This is an optimization exercise on Yosys and OpenROAD, whose aim is small area, not a production implementation.
In this exercise RTL edits were held to simulation tests only and were not proved equivalent to the original.
Power figures rest on the tool's default switching activity, not on a simulated workload.

## dpc_5x5
module dpc_5x5(
	input			clk,
	input			reset_n,
	input			bayer_format,
	input	[7:0]	i_dpc_threshold,
	input	[2:0]	i_video_syn,
	input	[7:0]	i_data_r0,
	input	[7:0]	i_data_r1,
	input	[7:0]	i_data_r2,
	input	[7:0]	i_data_r3,
	input	[7:0]	i_data_r4,
	output	[2:0]	o_video_sync,
	output	[7:0]	o_data
);
For scale: roughly 1300 cells after synthesis, ~65 I/O pins, about 11000 um2 of cells after synthesis.
clock: 3.5 ns
lec_check: 0
abc_area: 1
cap_margin: 20
core_margin: 2
core_utilization: 40
cts_buf_list: sky130_fd_sc_hd__clkbuf_8 sky130_fd_sc_hd__clkbuf_16
cts_cluster_diameter: 100
cts_cluster_size: 30
slew_margin: 20
standard.sh (not shown) runs the stock make flow with config.mk's settings and CLKGATE_MAP_FILE= SYNTH_SCRIPT=/design/flow/synth_recipe.tcl, a recipe that flattens the netlist after the stock synthesis.
==> flow/flow/run.sh <==
#!/bin/bash
# Layout flow: the standard synthesis, then the combinational logic of
# the synthesised netlist is mapped again (remap.tcl); registers are left
# exactly as the standard synthesis made them. The re-mapped netlist is used
# only if Yosys proves it equivalent to the standard one (check.tcl). The
# rest is the standard layout (floorplan to finish), with the port buffers
# made of the smallest buffer cell. Each tool writes its own log here.
set -euo pipefail
R=orfs/results/${FLOW_PLATFORM}/dpc_5x5/base

# 1. standard synthesis
bash standard.sh synth > log_synth.txt 2>&1

# 2. map the combinational logic again, keep it if proven equivalent
cp "$R/1_2_yosys.v" log_1_2_yosys_standard.v
if yosys -c flow/remap.tcl > log_remap.txt 2>&1 && yosys -c flow/check.tcl > log_check.txt 2>&1; then
	echo "re-mapped netlist proven equivalent; using it" > log_choice.txt
	cp remap_out.v "$R/1_2_yosys.v"
	rm -f "$R/1_synth.odb" "$R/1_synth.sdc"
else
	echo "re-mapped netlist not used; keeping the standard netlist" > log_choice.txt
fi

# 3. the rest of the standard layout
bash standard.sh "BUFFER_PORTS_ARGS=-buffer_cell sky130_fd_sc_hd__buf_1" finish > log_layout.txt 2>&1
Other scripts of this flow, unchanged in this note and not shown: flow/flow/abc.constr, flow/flow/check.tcl, flow/flow/remap.abc, flow/flow/remap.tcl
==> next run, changes <==
--- a/flow/flow/run.sh
+++ b/flow/flow/run.sh
@@ -5,5 +5,6 @@
 # only if Yosys proves it equivalent to the standard one (check.tcl). The
 # rest is the standard layout (floorplan to finish), with the port buffers
-# made of the smallest buffer cell. Each tool writes its own log here.
+# made of the smallest buffer cell and a clock tree without dummy loads.
+# Each tool writes its own log here.
 set -euo pipefail
 R=orfs/results/${FLOW_PLATFORM}/dpc_5x5/base
@@ -23,3 +24,3 @@
 
 # 3. the rest of the standard layout
-bash standard.sh "BUFFER_PORTS_ARGS=-buffer_cell sky130_fd_sc_hd__buf_1" finish > log_layout.txt 2>&1
+bash standard.sh "BUFFER_PORTS_ARGS=-buffer_cell sky130_fd_sc_hd__buf_1" "CTS_ARGS=-sink_clustering_enable -repair_clock_nets -sink_clustering_size 30 -sink_clustering_max_diameter 100 -dont_use_dummy_load" finish > log_layout.txt 2>&1
Settings changed: CORE_UTILIZATION 40 to 55, CTS_BUF_LIST sky130_fd_sc_hd__clkbuf_8 sky130_fd_sc_hd__clkbuf_16 to unset.
=>
- The new run passed the timing, design-rule and antenna checks
- worst setup slack improves by 20 ps
- area after synthesis stays the same
- flip-flop and latch count is unchanged
- worst hold slack improves by 26 ps
- total power goes down by a few percent
- clock-buffer cell count is unchanged
- routed wire length goes down by a few percent
- final cell count goes down by a few percent
- first-iteration DRC count goes down by a few percent
==> next run, changes <==
--- a/flow/flow/run.sh
+++ b/flow/flow/run.sh
@@ -5,6 +5,5 @@
 # only if Yosys proves it equivalent to the standard one (check.tcl). The
 # rest is the standard layout (floorplan to finish), with the port buffers
-# made of the smallest buffer cell and a clock tree without dummy loads.
-# Each tool writes its own log here.
+# made of the smallest buffer cell. Each tool writes its own log here.
 set -euo pipefail
 R=orfs/results/${FLOW_PLATFORM}/dpc_5x5/base
@@ -24,3 +23,3 @@
 
 # 3. the rest of the standard layout
-bash standard.sh "BUFFER_PORTS_ARGS=-buffer_cell sky130_fd_sc_hd__buf_1" "CTS_ARGS=-sink_clustering_enable -repair_clock_nets -sink_clustering_size 30 -sink_clustering_max_diameter 100 -dont_use_dummy_load" finish > log_layout.txt 2>&1
+bash standard.sh "BUFFER_PORTS_ARGS=-buffer_cell sky130_fd_sc_hd__buf_1" finish > log_layout.txt 2>&1
Settings changed: CORE_UTILIZATION 55 to 40.
The new run completed without violations.
Hold slack gets worse by 23 ps.
Total power goes up by about 2.5%.
Sequential cell count does not change.
Non-clock buffer count goes up by 4.
Cell area goes up by about 2.3%.
Utilization goes down by 16 points.
Routed wire length goes up by 2.4%.
Clock skew goes down by 42 ps.
Count of clock-buffer cells in the layout goes up by 4.
==> next run, changes <==
Settings changed: CORE_UTILIZATION 40 to 55.
Setup slack improves by 13 ps. Die area came out lower by a quarter to a third. Final cell count came out lower by a few percent. Fmax came out higher slightly. Via count stays the same. Non-clock buffer count came out lower by 4.

[what the ideal ports hide]
Ports are ideal in the flow. The routed layouts listed here were re-timed in OpenROAD. Step 1 assumes that a clkbuf_16 drives the clock port and a buf_2 every other input. Step 2, shift: input delay + t, output delay - t, t = (earliest + latest rising clock arrival at the registers) / 2. This alone moves slack from input paths to output paths. Three values: ideal ports, drivers, drivers and shift; two values: the first two.
run	t, ns	slack for setup (ns)	hold WS [ns]	worst setup path after step 2	worst data-port slew with drivers (ns)
the first run	0.550	0.287 / 0.287 / -0.018	0.266 / 0.240 / 0.332	input to register	0.05
the second run	0.499	0.308 / 0.308 / 0.000	0.292 / 0.270 / 0.322	input to register	0.05
the third run	0.549	0.284 / 0.284 / -0.029	0.269 / 0.243 / 0.333	input to register	0.05
the fourth run	0.526	0.297 / 0.297 / -0.038	0.286 / 0.263 / 0.324	input to register	0.05
Met with ideal ports but missed after step 2: setup timing in the first run, the third run and the fourth run. The setup slack of the fourth run, which loses most, moves by 0.000 ns with the drivers and by -0.335 ns with both steps.
